This design comes from an exercise in tuning for small area on the open sky130 flow, not from production work.
In this exercise RTL edits were held to simulation tests only and were not proved equivalent to the original.
Power figures rest on the tool's default switching activity, not on a simulated workload.

## flow/design.v (module list and top-level ports; edited modules follow where they fit)
// module conv_top: 1759 lines
// module cv_fa: 4 lines
// module cv_sel: 4 lines
// module cv_sel21: 3 lines
// module cv_sel2: 3 lines
// module cv_ha: 4 lines
module conv_top (
   input  logic         clk,
   input  logic         rst,
   input  logic [511:0] image,
   input  logic [71:0]  kernel,
   output logic [287:0] conv_out,
   output logic         layer_done_out
);
  // ...
==> flow/flow/run.sh <==
#!/bin/bash
# The standard layout (standard.sh, with the standard synthesis unchanged),
# with changes that only affect cell sizes:
#  - after synthesis, combinational cells that abc upsized are set back to
#    drive strength 1 (flow/downsize.tcl); the repair steps of the layout
#    upsize again where timing, slew or load need it;
#  - the port buffers that global placement inserts use buf_1;
#  - clock tree synthesis uses clkbuf_4/clkbuf_8 and adds no dummy loads;
#  - global routing runs the power recovery step (RECOVER_POWER), which
#    downsizes cells off the critical paths, and then (flow/post_grt.tcl)
#    repairs slew, capacitance and timing again.
# Each step's full output is in synth.log, downsize.log and layout.log here
# (and ORFS's per-step logs under orfs/logs).
set -e
export CTS_ARGS="-sink_clustering_enable -repair_clock_nets -dont_use_dummy_load -buf_list {sky130_fd_sc_hd__clkbuf_4 sky130_fd_sc_hd__clkbuf_8}"
export RECOVER_POWER=100
export POST_GLOBAL_ROUTE_TCL="$PWD/flow/post_grt.tcl"
export BUFFER_PORTS_ARGS="-buffer_cell sky130_fd_sc_hd__buf_1"
bash standard.sh synth > synth.log 2>&1
openroad -no_init -exit flow/downsize.tcl > downsize.log 2>&1
bash standard.sh > layout.log 2>&1
==> flow/flow/downsize.tcl <==
# Set combinational cells of the synthesized netlist to drive strength 1.
set odb orfs/results/sky130hd/conv_top/base/1_synth.odb
read_db $odb
set db [ord::get_db]
set block [ord::get_db_block]
set n 0
foreach inst [$block getInsts] {
   set m [$inst getMaster]
   set name [$m getName]
   if {[regexp {^(sky130_fd_sc_hd__([a-z0-9]+))_([0-9]+)$} $name -> base kind drive]} {
      if {$drive <= 1} continue
      if {[regexp {^(df|edf|sdf|dl|sdl|clk|conb|tap|fill|decap|diode|lpflow|probe)} $kind]} continue
      set new [$db findMaster ${base}_1]
      if {$new == "NULL" || $new == ""} continue
      $inst swapMaster $new
      incr n
   }
}
puts "downsized $n instances"
write_db $odb
==> flow/flow/post_grt.tcl <==
# Runs at the end of ORFS's global route step (POST_GLOBAL_ROUTE_TCL), after
# the power recovery (RECOVER_POWER) that downsizes cells off the critical
# paths: repair slew, capacitance and fanout again, legalize, reroute the
# changed nets, repair timing, and write the route guides again.
global_route -start_incremental
repair_design_helper
detailed_placement
global_route -end_incremental
estimate_parasitics -global_routing
global_route -start_incremental
repair_timing_helper
detailed_placement
global_route -end_incremental
estimate_parasitics -global_routing
report_check_types -max_slew -max_capacitance -max_fanout -violators
report_worst_slack
write_guides $::env(RESULTS_DIR)/route.guide
==> flow/standard.sh <==
#!/bin/bash
# synth_recipe.tcl (not shown) runs the flow's synth.tcl, then flattens the netlist and writes it again
# the make line also repeats each setting of config.mk as NAME=value (left out here)
make -C /OpenROAD-flow-scripts/flow DESIGN_CONFIG=/design/flow/config.mk WORK_HOME=/design/flow/orfs CLKGATE_MAP_FILE= SYNTH_SCRIPT=/design/flow/synth_recipe.tcl "${@:-finish}"
==> flow/config.mk <==
export PLATFORM = sky130hd
export DESIGN_NAME = conv_top
export DESIGN_NICKNAME = conv_top
export VERILOG_FILES = /design/flow/design.v
export SDC_FILE = /design/flow/constraint.sdc
export NUM_CORES = 4
export LEC_CHECK = 0
export CAP_MARGIN = 20
export CORE_MARGIN = 2
export CORE_UTILIZATION = 30
export GPL_TIMING_DRIVEN = 0
export PLACE_DENSITY = 0.6
export SLEW_MARGIN = 20
export SYNTH_HIERARCHICAL = 1
export SYNTH_MINIMUM_KEEP_SIZE = 0
==> flow/constraint.sdc <==
create_clock -name core_clock -period 11.0 [get_ports {clk}]
set_input_delay 2.2000 -clock core_clock [delete_from_list [all_inputs] [get_ports {clk}]]
set_output_delay 2.2000 -clock core_clock [all_outputs]
set_load 0.01 [all_outputs]
==> impl_metrics.csv, run 1 <==
group,metric,value,unit
status,status,"timing/DRC/antenna clean",
drt,wl_met1,46.0,mm
final_layout,layout-drive-gt1-share,6.61,%
grt,grt_busiest_layer,"met2",
sta,fin_crit,10850,ps
final_layout,final_cells,3915,
logic_synthesis,synthesis.area,0.0232,mm²
critical_path,r2r-end,"ring[39]",
min_path,hold_class,"reg -> reg",
final_layout,final_cell_mix,"buf_1, a222oi_1, fa_1, dfxtp_1, inv_1",
power,seqPwrFrac,23.0,%
final_layout,nNonClkBuffers,922,
final_layout,top_regs,"ring (288), s1 (19), s0 (18)",
die,die_x,282,µm
power,clk-power,0.919,mW
placed_design,io_buffer_count,874,
sta,slew_headroom,21.7,%
drt,dr_wl_met2,55.2,mm
drt,dr_total_vias,24000,
power,power_density,308,mW/mm²
die,tap_cells,1040,
min_path,hold_depth,0,
critical_path,cp_cell_sequence,"buf_1 -> or4_1 -> nor4_4 -> nand2b_1 -> nor2_1 -> a221oi_2 -> fa_1 -> fa_1 -> fa_1 -> fa_1 -> fa_1 -> fa_1 -> fa_1 -> fa_1 -> fa_1 -> fa_1 -> fa_1 -> fa_1 -> fa_1 -> fa_1 -> ha_1 -> fa_1 -> fa_1 -> ha_1",
clock_network,root_buffer,"clkbuf_8",
critical_path,worstPathArrival,11290,ps
final_layout,area.sequential,0.00720,mm²
logic_synthesis,syn_inst,1886,
power,comb_power,6.08,mW
die,chipHeight,282,µm
die,core_region_area,0.0771,mm²
sta,hold_slack,288,ps
die,ios,875,
==> inputs of run 2 (changes only) <==
--- a/flow/design.v
+++ b/flow/design.v
@@ -104,21 +104,51 @@
 wire [2:0] e7_2 = {w7[5] & w7[4], w7[5] & ~w7[4], ~w7[5] & w7[4]};
 wire [2:0] e7_3 = {w7[7] & ~w7[6], w7[7] & w7[6], ~w7[7] & w7[6]};
 wire [7:0] w8 = {kernel[71] & (|kernel[64 +: 7]), kernel[64 +: 7]};
 wire [2:0] e8_0 = {w8[1] & w8[0], w8[1] & ~w8[0], ~w8[1] & w8[0]};
 wire [2:0] e8_1 = {w8[3] & w8[2], w8[3] & ~w8[2], ~w8[3] & w8[2]};
 wire [2:0] e8_2 = {w8[5] & w8[4], w8[5] & ~w8[4], ~w8[5] & w8[4]};
 wire [2:0] e8_3 = {w8[7] & ~w8[6], w8[7] & w8[6], ~w8[7] & w8[6]};
 wire [7:0] p0n = ~p0;
-wire [9:0] p0x3 = {2'b00, p0} + {1'b0, p0, 1'b0};
+wire [9:0] p0x3;
+wire [8:1] p0c3;
+assign p0x3[0] = p0[0];
+cv_ha u_p0h1 (.a(p0[1]), .b(p0[0]), .s(p0x3[1]), .co(p0c3[1]));
+cv_fa u_p0f2 (.a(p0[2]), .b(p0[1]), .c(p0c3[1]), .s(p0x3[2]), .co(p0c3[2]));
+cv_fa u_p0f3 (.a(p0[3]), .b(p0[2]), .c(p0c3[2]), .s(p0x3[3]), .co(p0c3[3]));
+cv_fa u_p0f4 (.a(p0[4]), .b(p0[3]), .c(p0c3[3]), .s(p0x3[4]), .co(p0c3[4]));
+cv_fa u_p0f5 (.a(p0[5]), .b(p0[4]), .c(p0c3[4]), .s(p0x3[5]), .co(p0c3[5]));
+cv_fa u_p0f6 (.a(p0[6]), .b(p0[5]), .c(p0c3[5]), .s(p0x3[6]), .co(p0c3[6]));
+cv_fa u_p0f7 (.a(p0[7]), .b(p0[6]), .c(p0c3[6]), .s(p0x3[7]), .co(p0c3[7]));
+cv_ha u_p0h8 (.a(p0[7]), .b(p0c3[7]), .s(p0x3[8]), .co(p0x3[9]));
 wire [7:0] p1n = ~p1;
-wire [9:0] p1x3 = {2'b00, p1} + {1'b0, p1, 1'b0};
+wire [9:0] p1x3;
+wire [8:1] p1c3;
+assign p1x3[0] = p1[0];
+cv_ha u_p1h1 (.a(p1[1]), .b(p1[0]), .s(p1x3[1]), .co(p1c3[1]));
+cv_fa u_p1f2 (.a(p1[2]), .b(p1[1]), .c(p1c3[1]), .s(p1x3[2]), .co(p1c3[2]));
+cv_fa u_p1f3 (.a(p1[3]), .b(p1[2]), .c(p1c3[2]), .s(p1x3[3]), .co(p1c3[3]));
+cv_fa u_p1f4 (.a(p1[4]), .b(p1[3]), .c(p1c3[3]), .s(p1x3[4]), .co(p1c3[4]));
+cv_fa u_p1f5 (.a(p1[5]), .b(p1[4]), .c(p1c3[4]), .s(p1x3[5]), .co(p1c3[5]));
+cv_fa u_p1f6 (.a(p1[6]), .b(p1[5]), .c(p1c3[5]), .s(p1x3[6]), .co(p1c3[6]));
+cv_fa u_p1f7 (.a(p1[7]), .b(p1[6]), .c(p1c3[6]), .s(p1x3[7]), .co(p1c3[7]));
+cv_ha u_p1h8 (.a(p1[7]), .b(p1c3[7]), .s(p1x3[8]), .co(p1x3[9]));
 wire [7:0] p2n = ~p2;
-wire [9:0] p2x3 = {2'b00, p2} + {1'b0, p2, 1'b0};
+wire [9:0] p2x3;
+wire [8:1] p2c3;
+assign p2x3[0] = p2[0];
+cv_ha u_p2h1 (.a(p2[1]), .b(p2[0]), .s(p2x3[1]), .co(p2c3[1]));
+cv_fa u_p2f2 (.a(p2[2]), .b(p2[1]), .c(p2c3[1]), .s(p2x3[2]), .co(p2c3[2]));
+cv_fa u_p2f3 (.a(p2[3]), .b(p2[2]), .c(p2c3[2]), .s(p2x3[3]), .co(p2c3[3]));
+cv_fa u_p2f4 (.a(p2[4]), .b(p2[3]), .c(p2c3[3]), .s(p2x3[4]), .co(p2c3[4]));
+cv_fa u_p2f5 (.a(p2[5]), .b(p2[4]), .c(p2c3[4]), .s(p2x3[5]), .co(p2c3[5]));
+cv_fa u_p2f6 (.a(p2[6]), .b(p2[5]), .c(p2c3[5]), .s(p2x3[6]), .co(p2c3[6]));
+cv_fa u_p2f7 (.a(p2[7]), .b(p2[6]), .c(p2c3[6]), .s(p2x3[7]), .co(p2c3[7]));
+cv_ha u_p2h8 (.a(p2[7]), .b(p2c3[7]), .s(p2x3[8]), .co(p2x3[9]));
 wire q1;
 wire q2;
 wire q3;
 wire q4;
 wire q5;
 wire q6;
 wire q7;
 wire q8;
==> flow/flow/run.sh (replaced) <==
#!/bin/bash
# The standard layout (standard.sh, with the standard synthesis unchanged),
# with changes that only affect cell sizes:
#  - after synthesis, combinational cells that abc upsized are set back to
#    drive strength 1 (flow/downsize.tcl); the repair steps of the layout
#    upsize again where timing, slew or load need it;
#  - the port buffers that global placement inserts use buf_1;
#  - clock tree synthesis uses clkbuf_4/clkbuf_8 and adds no dummy loads.
# Each step's full output is in synth.log, downsize.log and layout.log here
# (and ORFS's per-step logs under orfs/logs).
set -e
export CTS_ARGS="-sink_clustering_enable -repair_clock_nets -dont_use_dummy_load -buf_list {sky130_fd_sc_hd__clkbuf_4 sky130_fd_sc_hd__clkbuf_8}"
export BUFFER_PORTS_ARGS="-buffer_cell sky130_fd_sc_hd__buf_1"
bash standard.sh synth > synth.log 2>&1
openroad -no_init -exit flow/downsize.tcl > downsize.log 2>&1
bash standard.sh > layout.log 2>&1
removed: flow/flow/post_grt.tcl
==> impl_metrics.csv, run 2 <==
group,metric,value,unit
status,status,"timing/DRC/antenna clean",
grt,gr-usage-all-layers,30.9,%
final_layout,largest_reg_flops,288,
min_path,min_from,"ring[173]",
clock_network,insertion_delay,680,ps
sta,maxSlewViolCount,0,
critical_path,startpoint_type,"primary input",
final_layout,final_common_cell,"buf_1",
logic_synthesis,syn_inst,1803,
die,chipHeight,280,µm
drt,drc,0,
critical_path,worstPathArrival,11280,ps
clock_network,hold_buffers,0,
final_layout,layout-drive-gt1-share,6.83,%
critical_path,crit_path_frequent_cell,"fa_1",
sta,finalSetupViolations,0,
sta,hold_viol_final,0,
die,start_util,30.2,%
clock_network,clk_pin_slew_worst_paths,70,ps
critical_path,cp.required,11450,ps
clock_network,tritoncts,"done",
drt,drtAntennaViolNets,0,
placed_design,io_buffer_count,874,
final_layout,top_regs,"ring (288), s1 (19), s0 (18)",
critical_path,crit_path_start,"kernel[37]",
die,core_region_area,0.0757,mm²
placed_design,hpwlAfterDp,101,mm
critical_path,crit_fanout,8,
flow_run,cap_violations,0,
critical_path,crit_path_top_delay_cell,"or4_1",
power,power_leakage,10.1,nW
final_layout,finalNetCount,3779,
grt,grt_pass1_vias,23400,
placed_design,dp_slack,-1960,ps
critical_path,r2r-end,"s1[18]",
sta,rsz0062_at_grt,"no",
clock_network,cts-htree-levels,2,
logic_synthesis,yosys_warnings,7,
sta,fin_ws,168,ps
clock_network,clockBufferDepth,3,
critical_path,cpPeakStageDelay,580,ps
drt,drt_iter0_drc,5701,
die,ios,875,
critical_path,path_class,"in -> reg",
critical_path,r2r-start,"p2[2]",
drt,wire_per_inst,33.3,µm
critical_path,reg2reg_depth,25,
clock_network,root_buffer,"clkbuf_8",
clock_network,cts_made_buffers,56,
final_layout,largest_register,"ring",
power,power_density,322,mW/mm²
logic_synthesis,syn_nets,2799,
die,num_rows,101,
logic_synthesis,syn_avg_cell_area,12.7,µm²
drt,viasPerCell,6.25,
sta,fin_crit,10830,ps
logic_synthesis,synthesis.area,0.0229,mm²
grt,antenna_found_initial,42,
sta,fin_worst_skew,127,ps
die,dieArea,0.0784,mm²
critical_path,rrSetupSlack,180,ps
grt,grt_first_pass_wirelength,172,mm
drt,first_pass_iters,17,
critical_path,cp_cell_sequence,"buf_1 -> or4_1 -> o41ai_2 -> nor2_1 -> a221oi_1 -> fa_1 -> fa_1 -> fa_1 -> fa_1 -> fa_1 -> fa_1 -> fa_1 -> fa_2 -> fa_2 -> fa_2 -> fa_2 -> fa_1 -> fa_1 -> fa_1 -> ha_1 -> fa_1 -> fa_1 -> ha_1",
min_path,hold_end,"ring[181]",
grt,overflow,0,
clock_network,cts.sinks,356,
sta,max_freq,92.3,MHz
grt,grt_max_degree,55,
critical_path,end_kind,"register",
min_path,hold_depth,0,
power,ir_worst_vdd,0.000436,V
power,p_total,9.41,mW
min_path,hold_class,"reg -> reg",
final_layout,syn2layout_area_growth,27.7,%
sta,fin_crit_sh,98.5,%
sta,slew_headroom,13.0,%
drt,finalWirelength,126,mm
placed_design,gp_congestion,0.940,
final_layout,final_cell_mix,"buf_1, a222oi_1, fa_1, dfxtp_1, inv_1",
sta,worst_pin_slew,1290,ps
die,die_x,280,µm
drt,dr_total_vias,23600,
-- run 2: cell count changes in the layout (fill, tap and decap cells not counted), moves of 7 or more --
cell | previous run | this run
fa_2 | 7 | 24
buf_1 | 869 | 877
a21o_1 | 7 | 0
xnor2_2 | 9 | 0
nor2_1 | 24 | 11
nand2b_1 | 11 | 0
xor2_2 | 9 | 0
clkbuf_1 | 14 | 5
nand2_1 | 65 | 52
ha_1 | 61 | 40
a21oi_1 | 21 | 10
-- run 2: final cells by class --
type	instances	area [µm²]
inverters	129	484
flip-flops and latches	356	7200
diodes	19	47.5
plain buffers	8	30.0
clock buffers	56	771
fillers	7592	46500
repair buffers	923	3980
multi-input cells	1309	15500
well taps	978	1220
-- run 2: worst max-delay path by stage --
stage | to | slack (ps) | cells past startpoint
detailed placement | ring[39] | -1960 | 26
global route | ring[39] | 9 | 29
global placement | ring[39] | -1940 | 26
floorplan | ring[16] | 30 | 25
finish | s1[18] | 170 | 23
CTS | s1[18] | 10 | 28
-- run 2: power by group --
group	leakage, nW	internal, mW	switching (mW)
combinational	6.73	2.88	3.53
sequential	2.97	1.79	0.286
clock	0.403	0.445	0.480
total	10.1	5.12	4.29
-- run 2: timing repair --
action	CTS	global route
buffers inserted	9	5
pin swaps	20	20
setup endpoints to repair	26	26
gates resized for setup	40	16
-- run 2: layer usage --
layer | share of wire (%) | wire length (µm) | vias up | track usage (%)
met2 | 44 | 55000 | 2145 | 47.0
met1 | 37 | 47100 | 11600 | 40.0
met5 | 0.21 | 258 | - | 0
li1 | - | - | 9518 | -
met4 | 5.2 | 6590 | 20 | 13.5
met3 | 13 | 16800 | 327 | 10.3
-- run 2: through the flow --
stage / instances / cell area (µm²) / setup TNS (ps) / hold slack [ps] / utilization [%]
floorplan: 1803 / 22900 / 0 / 382 / -
global placement: 3655 / 27400 / -45600 / 332 / 36.2
detailed placement: 3688 / 28000 / -45730 / 333 / 37.0
CTS: 3752 / 29000 / 0 / 292 / 38.3
global route: 3768 / 29200 / 0 / 317 / 38.5
finish: 3778 / 29200 / 0 / 311 / 38.6
-- run 2: worst max-delay path, delay by kind of cell --
| kind | cells | cell delay [ps] |
|---|---|---|
| AOI/OAI and AO/OA | 2 | 900 |
| buffers and inverters | 1 | 120 |
| and+or+nand+nor | 2 | 910 |
| adders and majority gates | 18 | 7160 |

==> port drivers added, routing unchanged <==
No port has a modelled driver above. Below, the same layouts with a new extraction and two added sets of constraints.
Step 1 assumes that a clkbuf_16 drives the clock port and a buf_2 every other input.
Step 2 also shifts input and output timing later by t, the mid clock arrival at the registers, as if the neighbouring blocks saw the same clock.
Slacks: ideal / step 1 / step 2; pairs: ideal / step 1.
run	t (ns)	setup WS [ns]	hold slack, ns	worst setup path after step 2	cell pins on the clock port's net
run 1	0.649	0.147 / 0.170 / -0.479	0.288 / 0.288 / 0.288	input to register	1
run 2	0.663	0.168 / 0.176 / -0.475	0.311 / 0.311 / 0.311	input to register	1
With both steps, setup timing fails in run 1 and run 2, where it was met with ideal ports. The setup slack of run 2, which loses most, moves by +0.008 ns with the drivers and by -0.643 ns with both steps.
